Background: an optimization exercise with open tools, aiming at small area and a short achievable clock period. Do not read the settings as production practice.
Where RTL was checked, it was by simulation tests only, not by an equivalence proof against the original.
For runs 1 to 4, only the layout was checked, not whether the RTL still works.
No activity file was given, so power comes from the tool's default toggle rates.

File: flow/design.v
`timescale 1ns / 1ps
module MUL6_FA (input a, input b, input c, output s, output co);
  assign s = a ^ b ^ c;
  assign co = (a & b) | (a & c) | (b & c);
endmodule
module MUL6_HA (input a, input b, output s, output co);
  assign s = a ^ b;
  assign co = a & b;
endmodule
module MUL6 (input [5:0] a, input [5:0] b, output [11:0] p);
  wire [5:0] pp [0:5];
  genvar i, j;
  generate
    for (i = 0; i < 6; i = i + 1) begin : gi
      for (j = 0; j < 6; j = j + 1) begin : gj
        assign pp[i][j] = a[i] & b[j];
      end
    end
  endgenerate
  wire s1_4, c1_4, s1_5a, c1_5a, s1_5b, c1_5b, s1_6a, c1_6a, s1_6b, c1_6b, s1_7, c1_7;
  MUL6_HA h14 (pp[0][4], pp[1][3], s1_4, c1_4);
  MUL6_FA f15 (pp[0][5], pp[1][4], pp[2][3], s1_5a, c1_5a);
  MUL6_HA h15 (pp[3][2], pp[4][1], s1_5b, c1_5b);
  MUL6_FA f16 (pp[1][5], pp[2][4], pp[3][3], s1_6a, c1_6a);
  MUL6_HA h16 (pp[4][2], pp[5][1], s1_6b, c1_6b);
  MUL6_FA f17 (pp[2][5], pp[3][4], pp[4][3], s1_7, c1_7);
  wire s2_3, c2_3, s2_4, c2_4, s2_5, c2_5, s2_6, c2_6, s2_7, c2_7, s2_8, c2_8;
  MUL6_HA h23 (pp[0][3], pp[1][2], s2_3, c2_3);
  MUL6_FA f24 (pp[2][2], pp[3][1], pp[4][0], s2_4, c2_4);
  MUL6_FA f25 (pp[5][0], c1_4, s1_5a, s2_5, c2_5);
  MUL6_FA f26 (c1_5a, c1_5b, s1_6a, s2_6, c2_6);
  MUL6_FA f27 (pp[5][2], c1_6a, c1_6b, s2_7, c2_7);
  MUL6_FA f28 (pp[3][5], pp[4][4], pp[5][3], s2_8, c2_8);
  wire s3_2, c3_2, s3_3, c3_3, s3_4, c3_4, s3_5, c3_5, s3_6, c3_6, s3_7, c3_7, s3_8, c3_8, s3_9, c3_9;
  MUL6_HA h32 (pp[0][2], pp[1][1], s3_2, c3_2);
  MUL6_FA f33 (pp[2][1], pp[3][0], s2_3, s3_3, c3_3);
  MUL6_FA f34 (s1_4, c2_3, s2_4, s3_4, c3_4);
  MUL6_FA f35 (s1_5b, c2_4, s2_5, s3_5, c3_5);
  MUL6_FA f36 (s1_6b, c2_5, s2_6, s3_6, c3_6);
  MUL6_FA f37 (s1_7, c2_6, s2_7, s3_7, c3_7);
  MUL6_FA f38 (c1_7, c2_7, s2_8, s3_8, c3_8);
  MUL6_FA f39 (pp[4][5], pp[5][4], c2_8, s3_9, c3_9);
  wire [11:0] r0 = {1'b0, pp[5][5], s3_9, s3_8, s3_7, s3_6, s3_5, s3_4, s3_3, s3_2, pp[0][1], pp[0][0]};
  wire [11:0] r1 = {1'b0, c3_9, c3_8, c3_7, c3_6, c3_5, c3_4, c3_3, c3_2, pp[2][0], pp[1][0], 1'b0};
  assign p[0] = r0[0];
  assign p[11:1] = r0[11:1] + r1[11:1];
endmodule
`timescale 1ns / 1ps
module NEURON(Clock, SignA, SignB, SignC, SignD, ExponentA, ExponentB, ExponentC, ExponentD, MantissaA, MantissaB, MantissaC, MantissaD, SignOut, ExponentOut, MantissaOut, SignOut1, ExponentOut1, MantissaOut1, SignOut2, ExponentOut2, MantissaOut2);
input Clock;
input SignA;
input SignB;
input SignC;
input SignD;
input [4:0] ExponentA;
input [4:0] ExponentB;
input [4:0] ExponentC;
input [4:0] ExponentD;
input [5:0] MantissaA;
input [5:0] MantissaB;
input [5:0] MantissaC;
input [5:0] MantissaD;
output SignOut, SignOut1, SignOut2;
output [4:0] ExponentOut, ExponentOut1, ExponentOut2;
output [5:0] MantissaOut, MantissaOut1, MantissaOut2;
reg [5:0] r_ma, r_mb, r_mc, r_md;
reg [5:0] r_e1, r_e2;    
reg r_t1, r_t2;          
always @(posedge Clock) begin
  r_ma <= MantissaA; r_mb <= MantissaB; r_mc <= MantissaC; r_md <= MantissaD;
  r_e1 <= ExponentA + ExponentB;
  r_e2 <= ExponentC + ExponentD;
  r_t1 <= SignA ~^ SignB;
  r_t2 <= SignC ~^ SignD;
end
wire [6:0] xd = {1'b0, r_e1} + {1'b0, ~r_e2};
wire [6:0] yd = {1'b0, r_e2} + {1'b0, ~r_e1};
wire e1_gt = xd[6];
wire e2_gt = yd[6];
wire [5:0] ediff = e1_gt ? ~yd[5:0] : ~xd[5:0];
wire [3:0] dsat = ediff[3:0] | {4{ediff[5] | ediff[4]}};
wire [11:0] p1, p2;
MUL6 mul1 (r_ma, r_mb, p1);
MUL6 mul2 (r_mc, r_md, p2);
reg [3:0] r_d;           
reg [11:0] r_p1, r_p2;   
reg [3:0] r_sh1, r_sh2;  
always @(posedge Clock) begin
  r_d <= dsat;
  r_p1 <= p1;
  r_p2 <= p2;
  r_sh1 <= r_d & {4{e2_gt}};
  r_sh2 <= r_d & {4{e1_gt}};
end
wire [11:0] ma = r_p1 >> r_sh1;
wire [11:0] mb = r_p2 >> r_sh2;
wire same = r_t1 ~^ r_t2;
wire inv = ~same;
wire [11:0] bb = mb ^ {12{inv}};
wire [11:0] p = ma ^ bb;
wire [11:0] g = ma & bb;
wire g10 = g[1] | p[1] & g[0],    p10 = p[1] & p[0];
wire g32 = g[3] | p[3] & g[2],    p32 = p[3] & p[2];
wire g54 = g[5] | p[5] & g[4],    p54 = p[5] & p[4];
wire g76 = g[7] | p[7] & g[6],    p76 = p[7] & p[6];
wire g98 = g[9] | p[9] & g[8],    p98 = p[9] & p[8];
wire gba = g[11] | p[11] & g[10], pba = p[11] & p[10];
wire g30 = g32 | p32 & g10,       p30 = p32 & p10;
wire g74 = g76 | p76 & g54,       p74 = p76 & p54;
wire gb8 = gba | pba & g98,       pb8 = pba & p98;
wire g50 = g54 | p54 & g30,       p50 = p54 & p30;
wire g70 = g74 | p74 & g30,       p70 = p74 & p30;
wire gb0 = gb8 | pb8 & g70;        
wire g60 = g[6] | p[6] & g50,     p60 = p[6] & p50;
wire g80 = g[8] | p[8] & g70,     p80 = p[8] & p70;
wire g90 = g98 | p98 & g70,       p90 = p98 & p70;
wire ga0 = g[10] | p[10] & g90,   pa0 = p[10] & p90;
wire ci = inv & gb0;
wire [11:6] cc;
assign cc[6]  = g50 | p50 & ci;
assign cc[7]  = g60 | p60 & ci;
assign cc[8]  = g70 | p70 & ci;
assign cc[9]  = g80 | p80 & ci;
assign cc[10] = g90 | p90 & ci;
assign cc[11] = ga0 | pa0 & ci;
wire flip = inv & ~gb0;
wire [5:0] su = p[11:6] ^ cc[11:6];
wire [5:0] m = su ^ {6{flip}};
wire c = gb0;
wire [11:0] kl = ma | mb;
wire z = inv ? (p50 & p[6] & p[7] & pb8) : (~p[0] & (p[11:1] == kl[10:0]));
wire s = (same | c) ? r_t1 : r_t2;
wire [5:0] E = e1_gt ? r_e1 : r_e2;
wire ge33 = (r_e1[5] & |r_e1[4:0]) | (r_e2[5] & |r_e2[4:0]);
wire ge32 = r_e1[5] | r_e2[5];
wire ge31 = ge32 | (&r_e1[4:0]) | (&r_e2[4:0]);
wire ge30 = ge32 | (&r_e1[4:1]) | (&r_e2[4:1]);
wire ge29 = ge32 | (&r_e1[4:2] & (r_e1[1] | r_e1[0])) | (&r_e2[4:2] & (r_e2[1] | r_e2[0]));
wire ge28 = ge32 | (&r_e1[4:2]) | (&r_e2[4:2]);
wire e0 = ~|{r_e1, r_e2};
reg q_s, q_sn, q_zero, q_ge33, q_ge32, q_eq31, q_eq30, q_eq29, q_eq28;
reg [5:0] q_m;
reg [4:0] q_e;
always @(posedge Clock) begin
  q_s <= s;
  q_sn <= ~s;
  q_m <= m;
  q_e <= E[4:0];
  q_zero <= ~s & e0 & z;
  q_ge33 <= ge33;
  q_ge32 <= ge32;
  q_eq31 <= ge31 & ~ge32;
  q_eq30 <= ge30 & ~ge31;
  q_eq29 <= ge29 & ~ge30;
  q_eq28 <= ge28 & ~ge29;
end
wire q_m5 = q_m[5];
wire q_m432 = &q_m[4:2];
wire q_m54 = &q_m[5:4];
wire zero = q_zero;
wire eq32 = q_ge32 & ~q_ge33;
reg [4:0] te; reg [5:0] tm;
always @* begin
  if (zero) begin te = 5'b00000; tm = 6'b000000; end
  else if (q_ge32) begin te = 5'b01111; tm = 6'b000000; end
  else if (q_eq31 & q_m5) begin te = 5'b01110; tm = 6'b111000; end
  else if (q_eq31) begin te = 5'b01110; tm = 6'b101100; end
  else if (q_eq30) begin te = 5'b01110; tm = {5'b10000, ~q_s}; end
  else if (q_eq29) begin te = 5'b01101; tm = 6'b011000; end
  else if (q_eq28) begin te = 5'b01100; tm = 6'b011110; end
  else begin te = 5'b01011; tm = 6'b001000; end
end
reg [4:0] se; reg [5:0] sm;
always @* begin
  if (zero) begin se = 5'b01110; sm = 6'b000000; end
  else if (q_sn) begin
    if (q_ge33) begin se = 5'b00000; sm = 6'b000000; end
    else if (eq32) begin se = 5'b01011; sm = 6'b000000; end
    else if (q_eq31 & q_m432) begin se = 5'b01100; sm = 6'b010000; end
    else if ((q_eq30 & q_m54) | q_eq31) begin se = 5'b01101; sm = 6'b000001; end
    else if (q_eq30) begin se = 5'b01101; sm = 6'b011000; end
    else begin se = 5'b01101; sm = 6'b110100; end
  end else begin
    if (q_ge33) begin se = 5'b01111; sm = 6'b000000; end
    else if (eq32) begin se = 5'b01110; sm = 6'b111010; end
    else if (q_eq31 & q_m432) begin se = 5'b01110; sm = 6'b110000; end
    else if ((q_eq30 & q_m54) | q_eq31) begin se = 5'b01110; sm = 6'b100000; end
    else if (q_eq30) begin se = 5'b01110; sm = 6'b010100; end
    else begin se = 5'b01110; sm = 6'b000110; end
  end
end
assign SignOut = q_s;
assign ExponentOut = te;
assign MantissaOut = tm;
assign SignOut1 = 1'b1;
assign ExponentOut1 = se;
assign MantissaOut1 = sm;
assign SignOut2 = q_s;
assign ExponentOut2 = q_s ? q_e : 5'd0;
assign MantissaOut2 = q_s ? q_m : 6'd0;
endmodule
File: flow/flow/run.sh
#!/bin/bash
# The standard layout, with plain buf_2 cells as port buffers and timing
# repair aiming below the clock period (paths with less than SETUP_SLACK_MARGIN
# ns of slack are repaired).
set -euo pipefail
export BUFFER_PORTS_ARGS="-buffer_cell sky130_fd_sc_hd__buf_2"
export SETUP_SLACK_MARGIN=7.0
bash standard.sh > standard_flow.log 2>&1
File: flow/standard.sh
#!/bin/bash
# synth_recipe.tcl (not shown) runs the flow's synth.tcl, then flattens the netlist and writes it again
# the make line also repeats each setting of config.mk as NAME=value (left out here)
make -C /OpenROAD-flow-scripts/flow DESIGN_CONFIG=/design/flow/config.mk WORK_HOME=/design/flow/orfs CLKGATE_MAP_FILE= SYNTH_SCRIPT=/design/flow/synth_recipe.tcl "${@:-finish}"
File: flow/config.mk
export PLATFORM = sky130hd
export DESIGN_NAME = NEURON
export DESIGN_NICKNAME = NEURON
export VERILOG_FILES = /design/flow/design.v
export SDC_FILE = /design/flow/constraint.sdc
export NUM_CORES = 4
export LEC_CHECK = 0
export CAP_MARGIN = 20
export CORE_MARGIN = 2
export CORE_UTILIZATION = 40
export SLEW_MARGIN = 20
File: flow/constraint.sdc
create_clock -name core_clock -period 11.0 [get_ports {Clock}]
set_input_delay 2.2000 -clock core_clock [delete_from_list [all_inputs] [get_ports {Clock}]]
set_output_delay 2.2000 -clock core_clock [all_outputs]
set_load 0.01 [all_outputs]
==> run notes, run 1 <==
CP required=8800 ps; pin slew with the least headroom to its limit=821 ps; initial DRC count=253; Highest Clock Rate=0.257 GHz; starting density of the core=40.7%; sinks on the clock net=94; compound-gate portion of the synthesized area=11.6%; largest incremental delay on the critical path=410 ps; final setup TNS=0 ps; later-pin clock latency in the skew report=350 ps; routability cong.=0.851; crit path buf inv count=1; fraction of synthesized cell area taken by the top area cell type=26.9%; fraction of the mapped netlist area in simple logic gates=17.5%; fraction of layout cells with a size suffix above 1=16.9%; number of distinct library cells after synthesis=62; Hold Crit Start=r_d[3]$_DFF_P_; cell family contributing the most delay on the critical path=compound AO/OA/AOI/OAI gates; crit path kind=register to primary output; Seq pwr share=27.4%; setup violation total in the final timing report=0; master of the slowest instance on the critical path=dfxtp_2; worst hold path stage count=1; I/O pin count=85; crit path setup slack, layout=7110 ps; largest family of logic cells by synthesized area=adder cells; most instantiated flip-flop cell in the synthesis netlist=dfxtp_1; fraction of synthesized area in multiplexers=8.63%; start of the worst register-to-register path=r_sh2[0]$_DFF_P_; async set-or-reset flop fraction in the synthesized netlist=0%; DP Cell Count=1036; final worst clock skew=6.08 ps; remaining antenna violation count=0; total vias in the final route=5231; share of power burned in the clock network=15.4%; PortBufs=81; final hold viol count=0; EDFF count, synth=0; number of inserted diodes=0; clock period minus final worst setup slack=3890 ps; DP Wirelength=11100 um; worst setup timing slack at the placement stage=6810 ps; finished layout cell area=7870 um2; Hold Crit Class=register to register; maximum net fanout on the critical path=8; number of instances in the synthesized netlist=753; switching power of the nets=846 uW; Post-CTS Hold Buffers=0; Mean Syn Cell Area=9.28 um2; detailed-router iteration count before antenna repair=4; clock input transition at the sequential cells of the worst setup and hold paths=60 ps; top post-synthesis cells by area=dfxtp_1, ha_1, fa_1; Comb pwr share=57.2%; clock tree from TritonCTS=built; relative max-transition margin=45.3%; final routed wire length divided by cell count=13.0 um; synthesis-to-layout area growth=12.6%; switching fraction of total power=41.8%; global-route wire length before repair=23400 um; width of the die=136 um; leading cell type by number of instances after synthesis=dfxtp_1; Data arrival, critical path=1690 ps; total routed wirelength=13600 um; filler cell count in the final layout=1742; number of clock buffers inserted by TritonCTS=9; unrepaired setup endpoints after global routing=no; num rows=48; sequential cell area fraction in the yosys report=26.9%; Cell Pwr Density=257 nW/um2; Nets=972; total power after layout=2.03 mW; Max-Cap Viols=0; vias in the first global route=5160; overall overflow remaining after global route=0; type of element launching the critical path=register; Remaining DRCs=0; final clock period utilization by the worst path=35.3%; static leakage power=3.69 nW; Internal Power=1.18 mW; cell-by-cell trace of the critical path=and4_2 -> o21ai_0 -> a2111oi_1 -> buf_2; area leader, netlist=dfxtp_1; critical path depth in cells=4; CTS root buffer=clkbuf_16; critical path endpoint category=primary output; non-filler instance count after layout=1051; area of the die=18500 um2; count of H-tree levels built during CTS=3; cell area after synthesis=6980 um2; Synth Warn #=2; xor/xnor cell area share of the yosys netlist=7.77%; maximum buffer depth of the clock tree=2; Die Y=136 um; via density per instance=4.98; result of the run=finished clean; Crit. Startpoint=q_eq31$_DFF_P_; Synth Register Bits=94; R2R cell count=13; largest voltage drop on the vdd net=0.113 mV; Global Route Usage Sum=15.6%; placeable core region=17200 um2; number of antenna violations at the first check in global routing=0; standard cell area after detailed placement=7540 um2; largest net degree at the start of global routing=17; max-slew violations=0; cell types with the highest counts after synthesis=dfxtp_1, and2_1, ha_1, inv_1, nand2_1; adder-cell share of the synthesized area=22.0%
==> stage by stage <==
step	util, %	hold WS [ps]
after floorplan	-	421
after global placement	43.9	427
after detailed placement	43.9	429
after CTS	45.7	445
after global routing	45.8	457
final	45.8	442
==> worst paths after layout <==
path	endpoint	slack, ps
hold / removal	r_sh2[3]$_DFF_P_	440
setup reg to reg	q_m[5]$_DFF_P_	7400
hold reg to reg	r_sh2[3]$_DFF_P_	440
setup / recovery	MantissaOut1[4]	7110
==> flip-flops by register name (all words and copies together), names as in the netlist, 4 cells and up <==
| register | count |
|---|---|
| r_p1 | 12 |
| r_p2 | 12 |
| q_m | 6 |
| r_e1 | 6 |
| r_e2 | 6 |
| r_ma | 6 |
| r_mb | 6 |
| r_mc | 6 |
| r_md | 6 |
| q_e | 5 |
| r_d | 4 |
| r_sh1 | 4 |
| r_sh2 | 4 |
==> cell families after synthesis <==
logic type,count (synthesis)
AOI/OAI and AO/OA,126
xor gates and xnor gates,62
adders and majority gates,101
buffers and inverters,91
DFF,94
muxes,42
other,2
and+or+nand+nor,235
==> layer usage <==
layer,GRT usage (%),wire length (um),share of wire (%),vias to the layer above
li1,-,-,-,2670
met1,20.2,6400,47,2474
met2,26.5,6600,48,72
met3,2.91,435,3.2,15
met4,4.51,182,1.3,0
met5,0,0,0,-
==> power groups by stage <==
stage	registers (mW)	clock network, mW	logic (mW)
floorplan	0.488	0	1.01
global placement	0.557	0	1.15
detailed placement	0.560	0	1.16
CTS	0.554	0.321	1.16
global route	0.574	0.335	1.31
finish	0.555	0.311	1.16
==> placed cells by master, fill, tap and decap left out, types with 4 or more instances in the layout <==
master     instances
nand2_1           58
and2_1            65
nand4_1            5
a21o_1            15
o22ai_1            5
nor4_1             5
mux2_2             5
xnor2_1           48
clkbuf_16          9
ha_1              65
and3_1             4
mux2i_1           22
mux4_2            13
nand3_1           14
nor2_1            35
fa_1              36
nor3_1            13
nor2b_1           10
dfxtp_1           89
inv_1             65
buf_2             81
nand2b_1          11
xor2_1            14
a21oi_1           43
dfxtp_2            4
o21ai_0           24
o21bai_1           8
==> layout make-up <==
cell class,count,area [um2],area share [%]
sequential,94,1890,24.0
clock buffer,10,239,3.04
tap,225,282,3.58
timing repair buffer,81,405,5.15
multi-input combinational,569,4740,60.3
clock inverter,5,57.6,0.732
inverter,67,251,3.20
==> timing repair <==
action                                  4_1_cts  5_1_grt
cloned                                        0        0
setup buffers                                 0        0
gates resized for setup                       5        7
endpoints found under the setup margin        7        8
==> inputs of run 2 (changes only) <==
--- a/flow/design.v
+++ b/flow/design.v
@@ -140,11 +140,14 @@
 wire e0 = ~|{r_e1, r_e2};
 reg q_s, q_sn, q_zero, q_ge33, q_ge32, q_eq31, q_eq30, q_eq29, q_eq28;
 reg [5:0] q_m;
+reg q_m432, q_m54;      
 reg [4:0] q_e;
 always @(posedge Clock) begin
   q_s <= s;
   q_sn <= ~s;
   q_m <= m;
+  q_m432 <= &m[4:2];
+  q_m54 <= &m[5:4];
   q_e <= E[4:0];
   q_zero <= ~s & e0 & z;
   q_ge33 <= ge33;
@@ -155,8 +158,6 @@
   q_eq28 <= ge28 & ~ge29;
 end
 wire q_m5 = q_m[5];
-wire q_m432 = &q_m[4:2];
-wire q_m54 = &q_m[5:4];
 wire zero = q_zero;
 wire eq32 = q_ge32 & ~q_ge33;
 reg [4:0] te; reg [5:0] tm;
==> run 2 against run 1 <==
Effect of this change: synthesized cell count up 6.4%; sequential share of layout area decreased by 0.41 points; largest power group unchanged; critical endpoint unchanged; final area rose by 3.8%; count of clock-buffer cells in the layout shrank 1; routed wire length is 5.0% higher; clock power barely moved; maximum frequency grew 1.3%; still clean on timing, DRC and antenna; critical path depth rose by 1.
==> run notes, run 2 <==
result of the run=finished clean (unchanged); Internal Power=1.24 mW (was 1.18 mW); clock tree from TritonCTS=built (unchanged); DP Wirelength=11400 um (was 11100 um); setup violation total in the final timing report=0 (unchanged); worst-case hold slack=442 ps (about the same); remaining antenna violation count=0 (unchanged); start of the worst register-to-register path=r_sh2[3]$_DFF_P_ (was r_sh2[0]$_DFF_P_); Mean Syn Cell Area=9.06 um2 (was 9.28 um2); Crit. Startpoint=q_eq31$_DFF_P_ (unchanged); register-to-register setup slack=7330 ps (was 7400 ps); Hold Crit Start=r_d[2]$_DFF_P_ (was r_d[3]$_DFF_P_); maximum buffer depth of the clock tree=2 (unchanged); filler cell count in the final layout=1757 (was 1742); crit path buf inv count=1 (unchanged); largest family of logic cells by synthesized area=adder cells (unchanged); CTS root buffer=clkbuf_16 (unchanged); CP required=8800 ps (about the same); final routed wire length divided by cell count=12.9 um (was 13.0 um); routability cong.=0.859 (was 0.851); unrepaired setup endpoints after global routing=no (unchanged); async set-or-reset flop fraction in the synthesized netlist=0% (unchanged); switching fraction of total power=43.0% (was 41.8%); area of the die=19200 um2 (was 18500 um2); clock input transition at the sequential cells of the worst setup and hold paths=60 ps (about the same); global-route wire length before repair=24500 um (was 23400 um); pin slew with the least headroom to its limit=831 ps (was 821 ps); top post-synthesis cells by area=dfxtp_1, ha_1, fa_1 (unchanged); finished layout cell area=8160 um2 (was 7870 um2); initial DRC count=284 (was 253); number of instances in the synthesized netlist=801 (was 753); Nets=1021 (was 972); Hold Crit Class=register to register (unchanged); fraction of the mapped netlist area in simple logic gates=18.6% (was 17.5%); I/O pin count=85 (unchanged); cell family contributing the most delay on the critical path=flip-flops (was compound AO/OA/AOI/OAI gates); Global Route Usage Sum=15.1% (was 15.6%); PortBufs=81 (unchanged); final hold viol count=0 (unchanged); R2R cell count=11 (was 13); Synth Warn #=2 (unchanged); total routed wirelength=14300 um (was 13600 um); sinks on the clock net=96 (was 94); largest incremental delay on the critical path=560 ps (was 410 ps); fraction of synthesized area in multiplexers=8.84% (was 8.63%); sequential cell area fraction in the yosys report=26.5% (was 26.9%); Cell Pwr Density=267 nW/um2 (was 257 nW/um2); number of distinct library cells after synthesis=61 (was 62); Remaining DRCs=0 (unchanged); endpoint of the worst hold path=r_sh2[2]$_DFF_P_ (was r_sh2[3]$_DFF_P_); vias in the first global route=5288 (was 5160); switching power of the nets=939 uW (was 846 uW); DP Cell Count=1085 (was 1036); Seq pwr share=25.9% (was 27.4%); number of clock buffers inserted by TritonCTS=9 (unchanged); overall overflow remaining after global route=0 (unchanged); number of antenna violations at the first check in global routing=0 (unchanged); width of the die=139 um (was 136 um); non-filler instance count after layout=1105 (was 1051); maximum net fanout on the critical path=10 (was 8); xor/xnor cell area share of the yosys netlist=7.00% (was 7.77%); master of the slowest instance on the critical path=dfxtp_1 (was dfxtp_2); final setup TNS=0 ps (unchanged); largest voltage drop on the vdd net=0.132 mV (was 0.113 mV); relative max-transition margin=44.4% (was 45.3%); type of element launching the critical path=register (unchanged); Die Y=139 um (was 136 um); most used cells in the layout excluding fill and tap cells=dfxtp_1, buf_2, nand2_1 (was dfxtp_1, buf_2, inv_1, and2_1, ha_1); most instantiated flip-flop cell in the synthesis netlist=dfxtp_1 (unchanged); fraction of synthesized cell area taken by the top area cell type=26.5% (was 26.9%); max-slew violations=0 (unchanged); total vias in the final route=5552 (was 5231); num rows=49 (was 48); later-pin clock latency in the skew report=340 ps (was 350 ps); Comb pwr share=59.9% (was 57.2%); crit path kind=register to primary output (unchanged); most common cell after layout, fill and taps aside=dfxtp_1 (unchanged); total power after layout=2.18 mW (was 2.03 mW); footprint of the multi-input gates=4950 um2 (was 4740 um2); worst flop-to-flop path endpoint=q_m432$_DFF_P_ (was q_m[5]$_DFF_P_); clock period minus final worst setup slack=3840 ps (was 3890 ps); Max-Cap Viols=0 (unchanged); Highest Clock Rate=0.260 GHz (was 0.257 GHz); final clock period utilization by the worst path=34.9% (was 35.3%); cell-by-cell trace of the critical path=nand2b_1 -> o211ai_1 -> a21oi_1 -> nor3_1 -> buf_2 (was and4_2 -> o21ai_0 -> a2111oi_1 -> buf_2); compound-gate portion of the synthesized area=12.3% (was 11.6%); cell area after synthesis=7260 um2 (was 6980 um2); EDFF count, synth=0 (unchanged); number of inserted diodes=0 (unchanged); placeable core region=17900 um2 (was 17200 um2); Data arrival, critical path=1640 ps (was 1690 ps); adder-cell share of the synthesized area=21.1% (was 22.0%); critical path endpoint category=primary output (unchanged); detailed-router iteration count before antenna repair=5 (was 4); starting density of the core=40.5% (was 40.7%); via density per instance=5.02 (was 4.98); final worst clock skew=6.24 ps (was 6.08 ps); area leader, netlist=dfxtp_1 (unchanged); standard cell area after detailed placement=7820 um2 (was 7540 um2); share of power burned in the clock network=14.2% (was 15.4%); static leakage power=3.80 nW (was 3.69 nW); cell types with the highest counts after synthesis=dfxtp_1, nand2_1, inv_1 (was dfxtp_1, and2_1, ha_1, inv_1, nand2_1); count of H-tree levels built during CTS=3 (unchanged); Register Area=1930 um2 (was 1890 um2); worst hold path stage count=1 (unchanged); leading cell type by number of instances after synthesis=dfxtp_1 (unchanged); Synth Register Bits=96 (was 94); synthesis-to-layout area growth=12.5% (was 12.6%); largest net degree at the start of global routing=17 (unchanged); fraction of layout cells with a size suffix above 1=15.0% (was 16.9%); top flop regs=r_p1 x12, r_p2 x12 (unchanged)
-- run 2: through the flow --
| stage | setup slack (ps) | util, % |
|---|---|---|
| after floorplan | 7430 | - |
| after global placement | 6610 | 43.7 |
| after detailed placement | 6420 | 43.7 |
| after CTS | 7050 | 45.5 |
| after global routing | 7070 | 45.6 |
| final | 7160 | 45.6 |
-- run 2: per-layer routing --
layer | routed length (um) | GRT usage [%] | vias to the layer above
li1 | - | - | 2860
met1 | 7170 | 21.3 | 2595
met4 | 200 | 4.25 | 0
met2 | 6470 | 24.0 | 81
met5 | 0 | 0 | -
met3 | 452 | 2.52 | 16
-- run 2: cell type report --
type,count,share of cell area [%]
multi-input cells,608,60.6
flip-flops and latches,96,23.6
repair buffers,86,5.43
well taps,229,3.51
inverters,70,3.22
clock buffers,9,2.76
clock inverters,7,0.858
-- run 2: worst register-to-register path: cells and delay by family (launching register included) --
| kind | cells | cell delay (ps) |
|---|---|---|
| AO/OA/AOI/OAI | 6 | 1710 |
| XOR/XNOR | 1 | 170 |
| adder cells (fa/ha/maj) | 1 | 420 |
| flip-flops | 1 | 400 |
| AND/OR/NAND/NOR | 3 | 920 |
-- run 2: power groups by stage --
stage / Sequential, mW / Clock (mW) / Combinational [mW]
final: 0.565 / 0.311 / 1.31
after global routing: 0.584 / 0.333 / 1.46
after CTS: 0.564 / 0.321 / 1.29
after detailed placement: 0.572 / 0 / 1.27
after global placement: 0.570 / 0 / 1.27
after floorplan: 0.497 / 0 / 1.09
-- run 2: worst max-delay path by stage --
stage                       to  depth (start not counted)
6_report       MantissaOut1[4]                          5
3_5_place_dp    q_m432$_DFF_P_                         13
2_1_floorplan   q_m432$_DFF_P_                         16
5_1_grt        MantissaOut1[5]                          4
4_1_cts         q_m432$_DFF_P_                         13
3_3_place_gp    q_m432$_DFF_P_                         13
-- run 2: cell families (layout without fill, tap and decap cells) --
kind of cell	Yosys count	after routing
flops	96	96
mux	45	45
compound gates	140	140
simple gates	261	261
xor+xnor	58	58
fa+ha+maj	101	101
buf+inv	98	172
other cells	2	3
-- run 2: timing repair --
action / CTS / global route
endpoints found under the setup margin: 7 / 6
hold buffers: 0 / 0
setup buffers: 4 / 0
hold endpoints to repair: 0 / 0
gates resized for setup: 2 / 5
pin swaps: 1 / 0
==> inputs of run 3 (changes only) <==
==> flow/flow/run.sh (replaced) <==
#!/bin/bash
# The standard layout, with plain buf_1 cells as port buffers and timing
# repair aiming below the clock period (paths with less than SETUP_SLACK_MARGIN
# ns of slack are repaired).
set -euo pipefail
export BUFFER_PORTS_ARGS="-buffer_cell sky130_fd_sc_hd__buf_1"
export SETUP_SLACK_MARGIN=7.0
bash standard.sh > standard_flow.log 2>&1
--- a/flow/config.mk
+++ b/flow/config.mk
@@ -7,5 +7,6 @@
 export LEC_CHECK = 0
 export CAP_MARGIN = 20
 export CORE_MARGIN = 2
-export CORE_UTILIZATION = 40
+export CORE_UTILIZATION = 55
+export CTS_BUF_LIST = sky130_fd_sc_hd__clkbuf_8
 export SLEW_MARGIN = 20
==> run 3 against run 2 <==
Effect of this change: still clean; power fell by 5.5%; sequential share of layout area rose by 0.89 points; non-clock buffer count rose by 1; critical path depth did not move; maximum frequency fell by 0.19%; die area fell by 27%; hold slack improved by 20 ps; global-route usage rose by 5.9 points; critical endpoint is now MantissaOut1[3].
==> run notes, run 3 <==
result of the run=finished clean (unchanged); critical path endpoint category=primary output (unchanged); I/O pin count=85 (unchanged); unrepaired setup endpoints after global routing=no (unchanged); Seq pwr share=27.2% (was 25.9%); Remaining DRCs=0 (unchanged); via density per instance=5.39 (was 5.02); pin slew with the least headroom to its limit=678 ps (was 831 ps); length of routed met3 wiring=666 um (was 452 um); largest incremental delay on the critical path=420 ps (was 560 ps); share of power burned in the clock network=9.8% (was 14.2%); switching fraction of total power=44.5% (was 43.0%); crit path buf inv count=1 (unchanged); switching power of the nets=918 uW (was 939 uW); fraction of layout cells with a size suffix above 1=5.38% (was 15.0%); critical path depth in cells=5 (unchanged); maximum buffer depth of the clock tree=2 (unchanged); maximum net fanout on the critical path=10 (unchanged); synthesis-to-layout area growth=8.33% (was 12.5%); metal2 WL=7200 um (was 6470 um); filler cell count in the final layout=1142 (was 1757); number of antenna violations at the first check in global routing=0 (unchanged); number of distinct library cells after synthesis=61 (unchanged); async set-or-reset flop fraction in the synthesized netlist=0% (unchanged); clock period minus final worst setup slack=3850 ps (was 3840 ps); master of the slowest instance on the critical path=dfxtp_1 (unchanged); starting density of the core=56.8% (was 40.5%); DP Wirelength=11800 um (was 11400 um); area of the die=14100 um2 (was 19200 um2); detailed-router iteration count before antenna repair=5 (unchanged); number of inserted diodes=0 (unchanged); Global Route Usage Sum=21.0% (was 15.1%); worst hold path stage count=1 (unchanged); clock tree from TritonCTS=built (unchanged); type of element launching the critical path=register (unchanged); number of instances in the synthesized netlist=801 (unchanged); Register Area=1930 um2 (about the same); Max-Cap Viols=0 (unchanged); final hold viol count=0 (unchanged); cell types with the highest counts after synthesis=dfxtp_1, nand2_1, inv_1 (unchanged); Internal Power=1.15 mW (was 1.24 mW); Nets=1022 (was 1021); Comb pwr share=62.9% (was 59.9%); Synth Register Bits=96 (unchanged); global-route wire length before repair=24500 um (about the same); top flop regs=r_p1 x12, r_p2 x12 (unchanged); remaining antenna violation count=0 (unchanged); final setup TNS=0 ps (unchanged); count of H-tree levels built during CTS=3 (unchanged); overall overflow remaining after global route=0 (unchanged); detailed-route wire length on metal 1=6420 um (was 7170 um); most used cells in the layout excluding fill and tap cells=dfxtp_1, buf_1, nand2_1 (was dfxtp_1, buf_2, nand2_1); largest voltage drop on the vdd net=0.117 mV (was 0.132 mV); max-slew violations=0 (unchanged); Highest Clock Rate=0.260 GHz (about the same); CP required=8800 ps (about the same); largest net degree at the start of global routing=17 (unchanged); most instantiated flip-flop cell in the synthesis netlist=dfxtp_1 (unchanged); num rows=41 (was 49); leading cell type by number of instances after synthesis=dfxtp_1 (unchanged); routability cong.=0.889 (was 0.859); static leakage power=3.50 nW (was 3.80 nW); most common cell after layout, fill and taps aside=dfxtp_1 (unchanged); final clock period utilization by the worst path=35.0% (was 34.9%); initial DRC count=304 (was 284); placeable core region=12800 um2 (was 17900 um2); cell area after synthesis=7260 um2 (unchanged); PortBufs=81 (unchanged); fraction of synthesized cell area taken by the top area cell type=26.5% (unchanged); Data arrival, critical path=1650 ps (was 1640 ps); total vias in the final route=5636 (was 5552); clock input transition at the sequential cells of the worst setup and hold paths=80 ps (was 60 ps); relative max-transition margin=54.6% (was 44.4%); final routed wire length divided by cell count=13.9 um (was 12.9 um); vias in the first global route=5467 (was 5288); sinks on the clock net=96 (unchanged); later-pin clock latency in the skew report=370 ps (was 340 ps); setup violation total in the final timing report=0 (unchanged); total routed wirelength=14600 um (was 14300 um); CTS root buffer=clkbuf_8 (was clkbuf_16); footprint of the multi-input gates=4950 um2 (unchanged); width of the die=119 um (was 139 um); cell family contributing the most delay on the critical path=simple AND/OR/NAND/NOR gates (was flip-flops); EDFF count, synth=0 (unchanged); area leader, netlist=dfxtp_1 (unchanged); highest layer used for signal routing=met4 (unchanged); Synth Warn #=2 (unchanged); final worst clock skew=5.95 ps (was 6.24 ps); top post-synthesis cells by area=dfxtp_1, ha_1, fa_1 (unchanged); Hold Crit Class=register to register (unchanged); R2R cell count=12 (was 11); crit path kind=register to primary output (unchanged); worst-case hold slack=462 ps (was 442 ps); cell-by-cell trace of the critical path=nand2b_1 -> nor4_1 -> a21oi_1 -> nor3_1 -> buf_1 (was nand2b_1 -> o211ai_1 -> a21oi_1 -> nor3_1 -> buf_2); Mean Syn Cell Area=9.06 um2 (unchanged); sequential cell area fraction in the yosys report=26.5% (unchanged); number of clock buffers inserted by TritonCTS=9 (unchanged); Die Y=119 um (was 139 um); Cell Pwr Density=262 nW/um2 (was 267 nW/um2)
run 3: changes by cell type in the layout (fill, tap and decap cells not counted), sizes merged:
cell	before	now
bufinv	1	0
buf	86	87
clkbuf	9	10
inv	71	70
clkinv	4	2
run 3: kinds of logic (layout without fill, tap and decap cells):
family / count (synthesis) / in the layout / share of synthesized area [%]
AOI/OAI and AO/OA: 140 / 140 / 12.3
xor gates and xnor gates: 58 / 58 / 7.00
adders and majority gates: 101 / 101 / 21.1
buffers and inverters: 98 / 170 / 5.53
DFF: 96 / 96 / 26.5
muxes: 45 / 45 / 8.84
other: 2 / 3 / 0.103
and+or+nand+nor: 261 / 261 / 18.6
run 3: per-layer routing:
layer,track usage (%),up-vias
li1,-,2852
met3,3.45,23
met2,37.2,147
met5,0,-
met4,7.66,0
met1,25.5,2614
run 3: power groups by stage:
stage	combinational, mW	sequential (mW)	clock [mW]
floorplan	1.09	0.497	0
global placement	1.23	0.565	0
detailed placement	1.26	0.568	0
CTS	1.27	0.561	0.209
global route	1.45	0.579	0.222
finish	1.30	0.562	0.203
run 3: path summary, 6_finish.rpt:
kind	from	endpoint	slack (ps)
max	q_eq31$_DFF_P_	MantissaOut1[3]	7150
min	r_d[2]$_DFF_P_	r_sh2[2]$_DFF_P_	460
max reg2reg	r_sh2[1]$_DFF_P_	q_m432$_DFF_P_	7220
min reg2reg	r_d[2]$_DFF_P_	r_sh2[2]$_DFF_P_	460
run 3: metrics by stage:
| stage | power (mW) | std cells | utilization (%) | area, um2 | worst slack [ps] |
|---|---|---|---|---|---|
| 2_1_floorplan | 1.59 | 802 | - | 7260 | 7430 |
| 3_3_place_gp | 1.80 | 1028 | 59.9 | 7650 | 6680 |
| 3_5_place_dp | 1.83 | 1028 | 59.9 | 7650 | 6440 |
| 4_1_cts | 2.04 | 1041 | 61.1 | 7810 | 7010 |
| 5_1_grt | 2.25 | 1046 | 61.5 | 7860 | 7010 |
| 6_report | 2.06 | 1046 | 61.5 | 7860 | 7150 |
run 3: cell type report:
| cell class | count | share of cell area [%] |
|---|---|---|
| clock buffer | 10 | 1.75 |
| clock inverter | 3 | 0.271 |
| inverter | 70 | 3.34 |
| multi-input combinational | 608 | 62.9 |
| sequential | 96 | 24.5 |
| tap | 172 | 2.74 |
| timing repair buffer | 87 | 4.44 |
run 3: what timing repair did:
item	in CTS	in global routing
setup endpoints to repair	7	6
buffers inserted	0	5
hold buffers	0	0
pin swaps	0	1
resized for setup	3	3
==> inputs of run 4 (changes only) <==
--- a/flow/design.v
+++ b/flow/design.v
@@ -140,14 +140,11 @@
 wire e0 = ~|{r_e1, r_e2};
 reg q_s, q_sn, q_zero, q_ge33, q_ge32, q_eq31, q_eq30, q_eq29, q_eq28;
 reg [5:0] q_m;
-reg q_m432, q_m54;      
 reg [4:0] q_e;
 always @(posedge Clock) begin
   q_s <= s;
   q_sn <= ~s;
   q_m <= m;
-  q_m432 <= &m[4:2];
-  q_m54 <= &m[5:4];
   q_e <= E[4:0];
   q_zero <= ~s & e0 & z;
   q_ge33 <= ge33;
@@ -158,6 +155,8 @@
   q_eq28 <= ge28 & ~ge29;
 end
 wire q_m5 = q_m[5];
+wire q_m432 = &q_m[4:2];
+wire q_m54 = &q_m[5:4];
 wire zero = q_zero;
 wire eq32 = q_ge32 & ~q_ge33;
 reg [4:0] te; reg [5:0] tm;
==> run 4 against run 3 <==
Effect of this change: first-iteration DRC count grew 13%; count of clock-buffer cells in the layout decreased by 1; flip-flop and latch count shrank 2; highest routed layer unchanged; sequential power barely moved; worst setup slack got worse by 52 ps; clock skew rose by 7.6 ps; non-clock buffer count decreased by 6; core utilization fell by 0.34 points; hold slack barely moved; largest power group unchanged; cell count shrank 4.5%; synthesized cell count is 6.0% lower; critical path depth down 1.
==> run notes, run 4 <==
EDFF count, synth=0 (unchanged); final worst clock skew=13.5 ps (was 5.95 ps); relative max-transition margin=47.1% (was 54.6%); final hold viol count=0 (unchanged); largest voltage drop on the vdd net=0.125 mV (was 0.117 mV); I/O pin count=85 (unchanged); clock input transition at the sequential cells of the worst setup and hold paths=100 ps (was 80 ps); detailed-route wire length on metal 1=6840 um (was 6420 um); clock period minus final worst setup slack=3900 ps (was 3850 ps); unrepaired setup endpoints after global routing=no (unchanged); most used cells in the layout excluding fill and tap cells=dfxtp_1, buf_1, inv_1, and2_1, ha_1 (was dfxtp_1, buf_1, nand2_1); non-filler instance count after layout=999 (was 1046); PortBufs=81 (unchanged); global-route wire length before repair=23100 um (was 24500 um); number of antenna violations at the first check in global routing=0 (unchanged); Crit. Startpoint=q_eq31$_DFF_P_ (unchanged); cell types with the highest counts after synthesis=dfxtp_1, and2_1, ha_1, inv_1, nand2_1 (was dfxtp_1, nand2_1, inv_1); number of distinct library cells after synthesis=62 (was 61); crit path kind=register to primary output (unchanged); largest net degree at the start of global routing=18 (was 17); synthesis-to-layout area growth=9.69% (was 8.33%); DP Cell Count=983 (was 1028); DP Wirelength=11500 um (was 11800 um); cell-by-cell trace of the critical path=and4_4 -> o21ai_0 -> a2111oi_1 -> buf_2 (was nand2b_1 -> nor4_1 -> a21oi_1 -> nor3_1 -> buf_1); result of the run=finished clean (unchanged); maximum net fanout on the critical path=8 (was 10); adder-cell share of the synthesized area=22.0% (was 21.1%); final setup TNS=0 ps (unchanged); clock tree from TritonCTS=built (unchanged); Max-Cap Viols=0 (unchanged); xor/xnor cell area share of the yosys netlist=7.77% (was 7.00%); number of inserted diodes=0 (unchanged); routability cong.=0.910 (was 0.889); fraction of synthesized cell area taken by the top area cell type=26.9% (was 26.5%); number of clock buffers inserted by TritonCTS=9 (unchanged); metal2 WL=6150 um (was 7200 um); standard cell area after detailed placement=7370 um2 (was 7650 um2); starting density of the core=55.8% (was 56.8%); async set-or-reset flop fraction in the synthesized netlist=0% (unchanged); Mean Syn Cell Area=9.28 um2 (was 9.06 um2); static leakage power=3.42 nW (was 3.50 nW); top post-synthesis cells by area=dfxtp_1, ha_1, fa_1 (unchanged); Remaining DRCs=0 (unchanged); master of the slowest instance on the critical path=dfxtp_4 (was dfxtp_1); CTS root buffer=clkbuf_8 (unchanged); number of instances in the synthesized netlist=753 (was 801); remaining antenna violation count=0 (unchanged); leading cell type by number of instances after synthesis=dfxtp_1 (unchanged); later-pin clock latency in the skew report=370 ps (about the same); cell family contributing the most delay on the critical path=compound AO/OA/AOI/OAI gates (was simple AND/OR/NAND/NOR gates); initial DRC count=345 (was 304); crit path buf inv count=1 (unchanged); fraction of the mapped netlist area in simple logic gates=17.5% (was 18.6%); maximum buffer depth of the clock tree=2 (unchanged); max-slew violations=0 (unchanged); sinks on the clock net=94 (was 96); # Post-CTS Setup Buffers=0 (unchanged); highest layer used for signal routing=met4 (unchanged); worst setup timing slack at the placement stage=6720 ps (was 6440 ps); Post-CTS Hold Buffers=0 (unchanged); width of the die=117 um (was 119 um); sequential cell area fraction in the yosys report=26.9% (was 26.5%); finished layout cell area=7660 um2 (was 7860 um2); CP required=8800 ps (about the same); total vias in the final route=5256 (was 5636); length of routed met3 wiring=704 um (was 666 um); top flop regs=r_p1 x12, r_p2 x12 (unchanged); count of H-tree levels built during CTS=3 (unchanged); vias in the first global route=4797 (was 5467); Die Y=117 um (was 119 um); fraction of synthesized area in multiplexers=8.63% (was 8.84%); detailed-router iteration count before antenna repair=5 (unchanged); critical path endpoint category=primary output (unchanged); final clock period utilization by the worst path=35.4% (was 35.0%); cell area after synthesis=6980 um2 (was 7260 um2); setup violation total in the final timing report=0 (unchanged); start of the worst register-to-register path=r_sh2[0]$_DFF_P_ (was r_sh2[1]$_DFF_P_); total power after layout=1.98 mW (was 2.06 mW); Highest Clock Rate=0.257 GHz (was 0.260 GHz); Hold Crit Start=r_d[3]$_DFF_P_ (was r_d[2]$_DFF_P_); largest family of logic cells by synthesized area=adder cells (unchanged); overall overflow remaining after global route=0 (unchanged); largest incremental delay on the critical path=410 ps (was 420 ps); Synth Warn #=2 (unchanged); fraction of layout cells with a size suffix above 1=7.74% (was 5.38%); via density per instance=5.26 (was 5.39); pin slew with the least headroom to its limit=794 ps (was 678 ps); Synth Register Bits=94 (was 96); Data arrival, critical path=1700 ps (was 1650 ps); area leader, netlist=dfxtp_1 (unchanged); most common cell after layout, fill and taps aside=dfxtp_1 (unchanged); Global Route Usage Sum=21.6% (was 21.0%); Cell Pwr Density=259 nW/um2 (was 262 nW/um2); type of element launching the critical path=register (unchanged); most instantiated flip-flop cell in the synthesis netlist=dfxtp_1 (unchanged); Hold Crit Class=register to register (unchanged); crit path setup slack, layout=7100 ps (was 7150 ps); final routed wire length divided by cell count=14.0 um (was 13.9 um); compound-gate portion of the synthesized area=11.6% (was 12.3%); total routed wirelength=13900 um (was 14600 um); Nets=972 (was 1022); placeable core region=12500 um2 (was 12800 um2); num rows=41 (unchanged); area of the die=13600 um2 (was 14100 um2)
run 4: worst register-to-register path, delay by kind of cell, from the launching register on:
family / cells / cell delay [ps]
AO/OA/AOI/OAI: 6 / 1330
multiplexers: 1 / 550
XOR/XNOR: 3 / 510
flip-flops: 1 / 490
AND/OR/NAND/NOR: 2 / 410
adder cells (fa/ha/maj): 1 / 360
run 4: area by class of cell:
cell class | count | area [um2]
fill | 1146 | 4860
multi-input combinational | 569 | 4760
sequential | 94 | 1900
timing repair buffer | 81 | 307
inverter | 67 | 251
tap | 172 | 215
clock buffer | 9 | 124
clock inverter | 7 | 108
run 4: worst paths after layout:
path	to	slack, ps	cells past startpoint
min reg2reg	r_sh2[3]$_DFF_P_	460	1
max	MantissaOut1[4]	7100	4
min	r_sh2[3]$_DFF_P_	460	1
max reg2reg	q_m[5]$_DFF_P_	7270	13
run 4: per-stage QoR:
stage	util [%]	hold WS, ps
floorplan	-	421
global placement	58.9	442
detailed placement	58.9	436
CTS	60.9	461
global route	61.2	476
finish	61.2	462
run 4: metal layers:
metal,GRT usage [%],up-vias
met4,7.14,0
met5,0,-
met1,31.2,2417
li1,-,2673
met2,32.5,144
met3,4.41,22
run 4: kinds of logic after synthesis:
kind of cell / after synthesis
other cells: 2
fa+ha+maj: 101
flops: 94
compound gates: 126
buf+inv: 91
simple gates: 235
mux: 42
xor+xnor: 62
run 4: power by group:
part	leakage, nW	total (mW)	switching, mW	internal (mW)
Sequential	0.792	0.564	0.126	0.438
Combinational	2.51	1.16	0.608	0.553
Clock	0.117	0.256	0.125	0.131
Total	3.42	1.98	0.859	1.12
run 4: timing repair:
action | 4_1_cts | 5_1_grt
pin swaps | 0 | 1
endpoints found under the setup margin | 8 | 7
resized for setup | 7 | 13
==> inputs of run 5 (changes only) <==
--- a/flow/design.v
+++ b/flow/design.v
@@ -83,17 +83,18 @@
 MUL6 mul1 (r_ma, r_mb, p1);
 MUL6 mul2 (r_mc, r_md, p2);
 reg [3:0] r_d;           
-reg [11:0] r_p1, r_p2;   
-reg [3:0] r_sh1, r_sh2;  
+reg [11:0] r_x, r_y;
+reg [3:0] r_amt;
+reg r_swp;
 always @(posedge Clock) begin
   r_d <= dsat;
-  r_p1 <= p1;
-  r_p2 <= p2;
-  r_sh1 <= r_d & {4{e2_gt}};
-  r_sh2 <= r_d & {4{e1_gt}};
-end
-wire [11:0] ma = r_p1 >> r_sh1;
-wire [11:0] mb = r_p2 >> r_sh2;
+  r_x <= e2_gt ? p1 : p2;
+  r_y <= e2_gt ? p2 : p1;
+  r_amt <= r_d & {4{e1_gt | e2_gt}};
+  r_swp <= e2_gt;
+end
+wire [11:0] ma = r_y;
+wire [11:0] mb = r_x >> r_amt;
 wire same = r_t1 ~^ r_t2;
 wire inv = ~same;
 wire [11:0] bb = mb ^ {12{inv}};
@@ -128,8 +129,11 @@
 wire [5:0] m = su ^ {6{flip}};
 wire c = gb0;
 wire [11:0] kl = ma | mb;
-wire z = inv ? (p50 & p[6] & p[7] & pb8) : (~p[0] & (p[11:1] == kl[10:0]));
-wire s = (same | c) ? r_t1 : r_t2;
+wire zsub = p50 & p[6] & p[7] & pb8;    
+wire z = inv ? zsub : (~p[0] & (p[11:1] == kl[10:0]));
+wire ta = r_swp ? r_t2 : r_t1;   
+wire tb = r_swp ? r_t1 : r_t2;   
+wire s = same ? r_t1 : ((c | (r_swp & zsub)) ? ta : tb);
 wire [5:0] E = e1_gt ? r_e1 : r_e2;
 wire ge33 = (r_e1[5] & |r_e1[4:0]) | (r_e2[5] & |r_e2[4:0]);
 wire ge32 = r_e1[5] | r_e2[5];
==> flow/flow/run.sh (replaced) <==
#!/bin/bash
# The standard layout, with plain buf_2 cells as port buffers and timing
# repair aiming below the clock period (paths with less than SETUP_SLACK_MARGIN
# ns of slack are repaired).
set -euo pipefail
export BUFFER_PORTS_ARGS="-buffer_cell sky130_fd_sc_hd__buf_2"
export SETUP_SLACK_MARGIN=7.0
bash standard.sh > standard_flow.log 2>&1
--- a/flow/config.mk
+++ b/flow/config.mk
@@ -7,6 +7,5 @@
 export LEC_CHECK = 0
 export CAP_MARGIN = 20
 export CORE_MARGIN = 2
-export CORE_UTILIZATION = 55
-export CTS_BUF_LIST = sky130_fd_sc_hd__clkbuf_8
+export CORE_UTILIZATION = 40
 export SLEW_MARGIN = 20
==> run 5 against run 4 <==
Effect of this change: still clean; die area is 37% higher; final area is 3.1% higher; register-to-register slack hardly changed; synthesized area is 0.47% higher; clock skew is 3.3 ps lower; hold slack worse by 26 ps; cell count is 6.2% higher; synthesized cell count is 0.93% higher; critical path depth stayed put; clock power is 18% higher; non-clock buffer count is 1 higher; power is 1.6% lower; highest routed layer unchanged.
==> run notes, run 5 <==
CTS root buffer=clkbuf_16 (was clkbuf_8); compound-gate portion of the synthesized area=13.2% (was 11.6%); final setup TNS=0 ps (unchanged); starting density of the core=40.7% (was 55.8%); most instantiated flip-flop cell in the synthesis netlist=dfxtp_1 (unchanged); max-slew violations=0 (unchanged); Synth Warn #=2 (unchanged); Max-Cap Viols=0 (unchanged); share of power burned in the clock network=15.5% (was 12.9%); unrepaired setup endpoints after global routing=yes (was no); final hold viol count=0 (unchanged); total vias in the final route=5393 (was 5256); cell area after synthesis=7020 um2 (was 6980 um2); critical path endpoint category=primary output (unchanged); PortBufs=81 (unchanged); Mean Syn Cell Area=9.23 um2 (was 9.28 um2); maximum net fanout on the critical path=9 (was 8); largest voltage drop on the vdd net=0.100 mV (was 0.125 mV); placeable core region=17200 um2 (was 12500 um2); non-filler instance count after layout=1061 (was 999); detailed-router iteration count before antenna repair=4 (was 5); top flop regs=r_x x12, r_y x12 (was r_p1 x12, r_p2 x12); filler cell count in the final layout=1676 (was 1146); EDFF count, synth=0 (unchanged); fraction of the mapped netlist area in simple logic gates=18.7% (was 17.5%); num rows=48 (was 41); final worst clock skew=10.2 ps (was 13.5 ps); number of antenna violations at the first check in global routing=0 (unchanged); most common cell after layout, fill and taps aside=dfxtp_1 (unchanged); global-route wire length before repair=24500 um (was 23100 um); later-pin clock latency in the skew report=350 ps (was 370 ps); Data arrival, critical path=1690 ps (was 1700 ps); Seq pwr share=27.6% (was 28.5%); xor/xnor cell area share of the yosys netlist=6.35% (was 7.77%); Nets=981 (was 972); Die Y=136 um (was 117 um); sinks on the clock net=91 (was 94); Comb pwr share=56.9% (was 58.6%); fraction of synthesized cell area taken by the top area cell type=26.0% (was 26.9%); remaining antenna violation count=0 (unchanged); pin slew with the least headroom to its limit=882 ps (was 794 ps); routability cong.=0.895 (was 0.910); result of the run=finished clean (unchanged); endpoint of the worst hold path=r_amt[2]$_DFF_P_ (was r_sh2[3]$_DFF_P_); worst setup timing slack at the placement stage=7250 ps (was 6720 ps); Synth Register Bits=91 (was 94); total routed wirelength=14200 um (was 13900 um); area leader, netlist=dfxtp_1 (unchanged); number of instances in the synthesized netlist=760 (was 753); DP Wirelength=11600 um (was 11500 um); clock tree from TritonCTS=built (unchanged); width of the die=136 um (was 117 um); relative max-transition margin=41.0% (was 47.1%); cell types with the highest counts after synthesis=dfxtp_1, and2_1, ha_1 (was dfxtp_1, and2_1, ha_1, inv_1, nand2_1); # Post-CTS Setup Buffers=0 (unchanged); sequential cell area fraction in the yosys report=26.0% (was 26.9%); number of inserted diodes=0 (unchanged); async set-or-reset flop fraction in the synthesized netlist=0% (unchanged); most used cells in the layout excluding fill and tap cells=dfxtp_1, buf_2, and2_1 (was dfxtp_1, buf_1, inv_1, and2_1, ha_1); worst-case hold slack=436 ps (was 462 ps); adder-cell share of the synthesized area=21.9% (was 22.0%); type of element launching the critical path=register (unchanged); final routed wire length divided by cell count=13.4 um (was 14.0 um); Hold Crit Class=register to register (unchanged); CP required=8800 ps (about the same); count of H-tree levels built during CTS=3 (unchanged); register-to-register setup slack=7270 ps (about the same); vias in the first global route=5260 (was 4797); clock input transition at the sequential cells of the worst setup and hold paths=70 ps (was 100 ps); largest net degree at the start of global routing=24 (was 18); top post-synthesis cells by area=dfxtp_1, ha_1, fa_1 (unchanged); number of clock buffers inserted by TritonCTS=9 (unchanged); clock period minus final worst setup slack=3890 ps (was 3900 ps); Crit. Startpoint=q_eq31$_DFF_P_ (unchanged); Cell Pwr Density=247 nW/um2 (was 259 nW/um2); start of the worst register-to-register path=r_mc[0]$_DFF_P_ (was r_sh2[0]$_DFF_P_); DP Cell Count=1045 (was 983); final clock period utilization by the worst path=35.3% (was 35.4%); fraction of layout cells with a size suffix above 1=16.6% (was 7.74%); largest family of logic cells by synthesized area=adder cells (unchanged); R2R cell count=13 (unchanged); I/O pin count=85 (unchanged); overall overflow remaining after global route=0 (unchanged); via density per instance=5.08 (was 5.26); worst hold path stage count=1 (unchanged); number of distinct library cells after synthesis=70 (was 62); crit path setup slack, layout=7110 ps (was 7100 ps); static leakage power=3.67 nW (was 3.42 nW); Remaining DRCs=0 (unchanged); fraction of synthesized area in multiplexers=8.51% (was 8.63%); worst flop-to-flop path endpoint=r_y[10]$_DFF_P_ (was q_m[5]$_DFF_P_); leading cell type by number of instances after synthesis=dfxtp_1 (unchanged); switching fraction of total power=42.6% (was 43.4%); Global Route Usage Sum=16.4% (was 21.6%); Highest Clock Rate=0.257 GHz (about the same); setup violation total in the final timing report=0 (unchanged); area of the die=18600 um2 (was 13600 um2); synthesis-to-layout area growth=12.6% (was 9.69%); Hold Crit Start=r_d[2]$_DFF_P_ (was r_d[3]$_DFF_P_); Internal Power=1.12 mW (about the same); initial DRC count=308 (was 345); crit path kind=register to primary output (unchanged); maximum buffer depth of the clock tree=2 (unchanged); total power after layout=1.95 mW (was 1.98 mW); switching power of the nets=830 uW (was 859 uW)
## run 5: cell types whose count changed in the layout (fill, tap and decap cells not counted), moves of 9 or more
cell,delta
nand2_1,-20
xnor2_1,-13
mux2_2,+17
clkbuf_16,+9
buf_1,-79
buf_2,+79
and2_1,+9
mux4_2,-10
## run 5: cell type report
| type | instances | area [um2] | share of cell area (%) |
|---|---|---|---|
| clock inverter | 6 | 52.6 | 0.665 |
| inverter | 63 | 236 | 2.99 |
| timing repair buffer | 82 | 413 | 5.23 |
| clock buffer | 10 | 239 | 3.02 |
| tap | 225 | 282 | 3.56 |
| sequential | 91 | 1820 | 23.1 |
| multi-input combinational | 584 | 4860 | 61.5 |
## run 5: kinds of logic (layout without fill, tap and decap cells)
family,Yosys count,in the layout
other,2,3
XOR/XNOR,50,50
adder cells (fa/ha/maj),101,101
AND/OR/NAND/NOR,242,242
AO/OA/AOI/OAI,143,143
flip-flops,91,91
buffers and inverters,86,161
multiplexers,45,45
## run 5: worst max-delay path: stages, from the launching register on
cell	delay, ps
dfxtp_1	430
nor2_2	310
nand2_1	120
a221oi_1	290
buf_2	190
## run 5: how the worst max path moves through the flow
stage | endpoint | slack (ps)
5_1_grt | MantissaOut1[5] | 7000
3_5_place_dp | r_y[10]$_DFF_P_ | 7250
2_1_floorplan | r_x[10]$_DFF_P_ | 7510
3_3_place_gp | r_x[10]$_DFF_P_ | 7290
6_report | MantissaOut1[5] | 7110
4_1_cts | MantissaOut1[5] | 7010
## run 5: power by group through the flow
stage / sequential, mW / combinational, mW / clock [mW]
3_5_place_dp: 0.542 / 1.11 / 0
5_1_grt: 0.555 / 1.26 / 0.330
4_1_cts: 0.536 / 1.11 / 0.314
2_1_floorplan: 0.481 / 0.927 / 0
6_report: 0.537 / 1.11 / 0.302
3_3_place_gp: 0.542 / 1.10 / 0
## run 5: timing repair
item	4_1_cts	5_1_grt
hold buffers	0	0
endpoints found under the setup margin	0	13
gates resized for setup	0	6
## run 5: metal layers
metal | part of all wire (%) | wire length (um) | GRT usage, % | vias up
li1 | - | - | - | 2783
met1 | 51 | 7300 | 23.3 | 2540
met2 | 46 | 6490 | 25.9 | 62
met3 | 2.0 | 286 | 2.68 | 8
met4 | 0.87 | 124 | 4.17 | 0
met5 | 0 | 0 | 0 | -
## run 5: per-stage QoR
step / cell area, um2 / util [%]
floorplan: 7020 / -
global placement: 7590 / 44.0
detailed placement: 7590 / 44.0
CTS: 7880 / 45.7
global route: 7900 / 45.8
finish: 7900 / 45.8
==> inputs of run 6 (changes only) <==
==> flow/flow/run.sh (replaced) <==
#!/bin/bash
# The standard layout, with plain buf_1 cells as port buffers and timing
# repair aiming below the clock period (paths with less than SETUP_SLACK_MARGIN
# ns of slack are repaired).
set -euo pipefail
export BUFFER_PORTS_ARGS="-buffer_cell sky130_fd_sc_hd__buf_1"
export SETUP_SLACK_MARGIN=7.0
bash standard.sh > standard_flow.log 2>&1
--- a/flow/config.mk
+++ b/flow/config.mk
@@ -7,5 +7,6 @@
 export LEC_CHECK = 0
 export CAP_MARGIN = 20
 export CORE_MARGIN = 2
-export CORE_UTILIZATION = 40
+export CORE_UTILIZATION = 55
+export CTS_BUF_LIST = sky130_fd_sc_hd__clkbuf_8
 export SLEW_MARGIN = 20
==> run 6 against run 5 <==
Effect of this change: still clean on timing, DRC and antenna; sequential power is essentially flat; die area shrank 27%; synthesized area is the same; core utilization grew 15 points; cell count shrank 5.2%; combinational power is essentially flat; final area shrank 3.3%; worst setup slack gained 23 ps; maximum frequency grew 0.60%; first-iteration DRC count shrank 9.7%; synthesized cell count is the same; largest power group unchanged; highest routed layer unchanged.
==> run notes, run 6 <==
I/O pin count=85 (unchanged); synthesis-to-layout area growth=8.88% (was 12.6%); Hold Crit Start=r_d[1]$_DFF_P_ (was r_d[2]$_DFF_P_); largest net degree at the start of global routing=24 (unchanged); max-slew violations=0 (unchanged); final worst clock skew=7.48 ps (was 10.2 ps); crit path buf inv count=1 (unchanged); detailed-router iteration count before antenna repair=6 (was 4); top post-synthesis cells by area=dfxtp_1, ha_1, fa_1 (unchanged); cell area after synthesis=7020 um2 (unchanged); relative max-transition margin=29.9% (was 41.0%); async set-or-reset flop fraction in the synthesized netlist=0% (unchanged); later-pin clock latency in the skew report=370 ps (was 350 ps); number of resized instances in the post-cts repair step=0 (unchanged); largest voltage drop on the vdd net=0.0934 mV (was 0.100 mV); sequential cell area fraction in the yosys report=26.0% (unchanged); largest incremental delay on the critical path=500 ps (was 430 ps); via density per instance=5.56 (was 5.08); crit path kind=register to primary output (unchanged); Comb pwr share=59.1% (was 56.9%); switching power of the nets=829 uW (was 830 uW); EDFF count, synth=0 (unchanged); leading cell type by number of instances after synthesis=dfxtp_1 (unchanged); PortBufs=81 (unchanged); num rows=41 (was 48); clock tree from TritonCTS=built (unchanged); Synth Register Bits=91 (unchanged); endpoint of the worst hold path=r_amt[1]$_DFF_P_ (was r_amt[2]$_DFF_P_); Cell Pwr Density=246 nW/um2 (was 247 nW/um2); area leader, netlist=dfxtp_1 (unchanged); maximum net fanout on the critical path=5 (was 9); Max-Cap Viols=0 (unchanged); Highest Clock Rate=0.259 GHz (was 0.257 GHz); start of the worst register-to-register path=r_ma[0]$_DFF_P_ (was r_mc[0]$_DFF_P_); pin slew with the least headroom to its limit=1050 ps (was 882 ps); share of power burned in the clock network=12.4% (was 15.5%); CP required=8800 ps (about the same); number of distinct library cells after synthesis=70 (unchanged); Data arrival, critical path=1660 ps (was 1690 ps); count of H-tree levels built during CTS=3 (unchanged); overall overflow remaining after global route=0 (unchanged); fraction of synthesized cell area taken by the top area cell type=26.0% (unchanged); vias in the first global route=5317 (was 5260); number of instances in the synthesized netlist=760 (unchanged); final clock period utilization by the worst path=35.1% (was 35.3%); register-to-register setup slack=7240 ps (was 7270 ps); most used cells in the layout excluding fill and tap cells=dfxtp_1, buf_1, and2_1 (was dfxtp_1, buf_2, and2_1); total vias in the final route=5591 (was 5393); switching fraction of total power=44.1% (was 42.6%); most instantiated flip-flop cell in the synthesis netlist=dfxtp_1 (unchanged); final routed wire length divided by cell count=14.6 um (was 13.4 um); Post-CTS Hold Buffers=0 (unchanged); critical path endpoint category=primary output (unchanged); top flop regs=r_x x12, r_y x12 (unchanged); clock period minus final worst setup slack=3860 ps (was 3890 ps); number of clock buffers inserted by TritonCTS=9 (unchanged); initial DRC count=278 (was 308); final core area utilization=61.0% (was 45.8%); # Post-CTS Setup Buffers=0 (unchanged); Mean Syn Cell Area=9.23 um2 (unchanged); area of the die=13700 um2 (was 18600 um2); Crit. Startpoint=q_eq30$_DFF_P_ (was q_eq31$_DFF_P_); final setup TNS=0 ps (unchanged); total routed wirelength=14700 um (was 14200 um); cell family contributing the most delay on the critical path=flip-flops (unchanged); Internal Power=1.05 mW (was 1.12 mW); maximum buffer depth of the clock tree=2 (unchanged); number of inserted diodes=0 (unchanged); unrepaired setup endpoints after global routing=no (was yes); clock input transition at the sequential cells of the worst setup and hold paths=90 ps (was 70 ps); static leakage power=3.39 nW (was 3.67 nW); R2R cell count=11 (was 13); final hold viol count=0 (unchanged); type of element launching the critical path=register (unchanged); most common cell after layout, fill and taps aside=dfxtp_1 (unchanged); Synth Warn #=2 (unchanged); Hold Crit Class=register to register (unchanged); placeable core region=12500 um2 (was 17200 um2); master of the slowest instance on the critical path=dfxtp_1 (unchanged); remaining antenna violation count=0 (unchanged); number of antenna violations at the first check in global routing=0 (unchanged); starting density of the core=56.1% (was 40.7%); CTS root buffer=clkbuf_8 (was clkbuf_16); fraction of layout cells with a size suffix above 1=6.95% (was 16.6%); worst flop-to-flop path endpoint=r_y[10]$_DFF_P_ (unchanged); setup violation total in the final timing report=0 (unchanged); global-route wire length before repair=24800 um (was 24500 um); cell types with the highest counts after synthesis=dfxtp_1, and2_1, ha_1 (unchanged); sinks on the clock net=91 (unchanged); result of the run=finished clean (unchanged); routability cong.=0.890 (was 0.895); DP Wirelength=12000 um (was 11600 um); Die Y=117 um (was 136 um); cell-by-cell trace of the critical path=nand2b_1 -> a21oi_1 -> nor3_1 -> a211oi_1 -> buf_1 (was nor2_2 -> nand2_1 -> a221oi_1 -> buf_2); worst hold path stage count=1 (unchanged); Global Route Usage Sum=23.0% (was 16.4%); Seq pwr share=28.5% (was 27.6%); width of the die=117 um (was 136 um); Remaining DRCs=0 (unchanged); Nets=980 (was 981)
==> run 6: changes by cell type in the layout (fill, tap and decap cells not counted), sizes merged <==
cell	before	now
clkbuf	10	9
inv	68	66
bufinv	0	1
clkinv	1	2
buf	82	81
==> run 6: metrics by stage <==
step / hold slack, ps / area, um2 / std cells / setup WS (ps) / total power [mW]
floorplan: 406 / 7020 / 761 / 7510 / 1.41
global placement: 418 / 7410 / 991 / 7330 / 1.62
detailed placement: 421 / 7410 / 991 / 7230 / 1.64
CTS: 443 / 7610 / 1006 / 7050 / 1.88
global route: 462 / 7640 / 1006 / 7000 / 2.06
finish: 439 / 7640 / 1006 / 7140 / 1.88
==> run 6: per-layer routing <==
layer / vias to the layer above / part of all wire (%) / track usage, %
met5: - / 0 / 0
met4: 0 / 0.56 / 4.16
met3: 8 / 3.8 / 4.12
met2: 124 / 48 / 37.6
met1: 2690 / 48 / 32.6
li1: 2769 / - / -
==> run 6: worst reg2reg max path, delay by kind of cell, from the launching register on <==
kind | cells | cell delay, ps
xor+xnor | 1 | 190
compound gates | 2 | 770
buf+inv | 2 | 100
flops | 1 | 390
simple gates | 1 | 200
mux | 1 | 280
fa+ha+maj | 4 | 1710
==> run 6: cell families (layout without fill, tap and decap cells) <==
logic type               count (synthesis)  after routing  synth area share (%)
flip-flops                              91             91                  26.0
multiplexers                            45             45                  8.51
AO/OA/AOI/OAI                          143            143                  13.2
adder cells (fa/ha/maj)                101            101                  21.9
buffers and inverters                   86            159                  5.24
AND/OR/NAND/NOR                        242            242                  18.7
other                                    2              3                 0.107
XOR/XNOR                                50             50                  6.35
==> run 6: cell type report <==
type,count,area [um2]
Sequential cell,91,1820
Tap cell,172,215
Multi-Input combinational cell,584,4860
Inverter,63,236
Clock inverter,6,72.6
Clock buffer,9,124
Timing Repair Buffer,81,304
Fill cell,1124,4880
==> run 6: worst max path at each step <==
| stage | slack, ps | depth (start not counted) | endpoint |
|---|---|---|---|
| 2_1_floorplan | 7510 | 13 | r_x[10]$_DFF_P_ |
| 3_3_place_gp | 7330 | 13 | r_y[10]$_DFF_P_ |
| 3_5_place_dp | 7230 | 13 | r_y[10]$_DFF_P_ |
| 4_1_cts | 7050 | 4 | MantissaOut1[5] |
| 5_1_grt | 7000 | 4 | MantissaOut[1] |
| 6_report | 7140 | 5 | MantissaOut1[4] |
==> run 6: power groups by stage <==
stage	clock (mW)	combinational [mW]	sequential, mW
detailed placement	0	1.10	0.539
CTS	0.242	1.11	0.531
global route	0.256	1.25	0.552
global placement	0	1.08	0.537
finish	0.232	1.11	0.536
floorplan	0	0.927	0.481

re-timing with driven ports:
How much do the figures lean on ideal ports? The routed layouts below were timed once more, with nothing changed but the port constraints.
Step 1 sets driving cells, clkbuf_16 on the clock port and buf_2 on the other inputs (assumed; they add their load-dependent delay and slew).
Step 2, shift: input delay + t, output delay - t, t = (earliest + latest rising clock arrival at the registers) / 2. This alone moves slack from input paths to output paths.
Slacks: no drivers / after step 1 / after step 2; pairs: no drivers / after step 1.
run | t, ns | slack for setup (ns) | latest minus earliest clock arrival (ns)
run 1 | 0.380 | 7.112 / 7.077 / 7.396 | 0.006 / 0.007
run 2 | 0.382 | 7.161 / 7.121 / 7.331 | 0.008 / 0.008
run 3 | 0.405 | 7.154 / 7.119 / 7.218 | 0.009 / 0.009
run 4 | 0.403 | 7.102 / 7.066 / 7.269 | 0.014 / 0.014
run 5 | 0.381 | 7.113 / 7.075 / 7.271 | 0.010 / 0.011
run 6 | 0.399 | 7.136 / 7.101 / 7.244 | 0.008 / 0.008
After both steps every run listed still meets setup and hold.
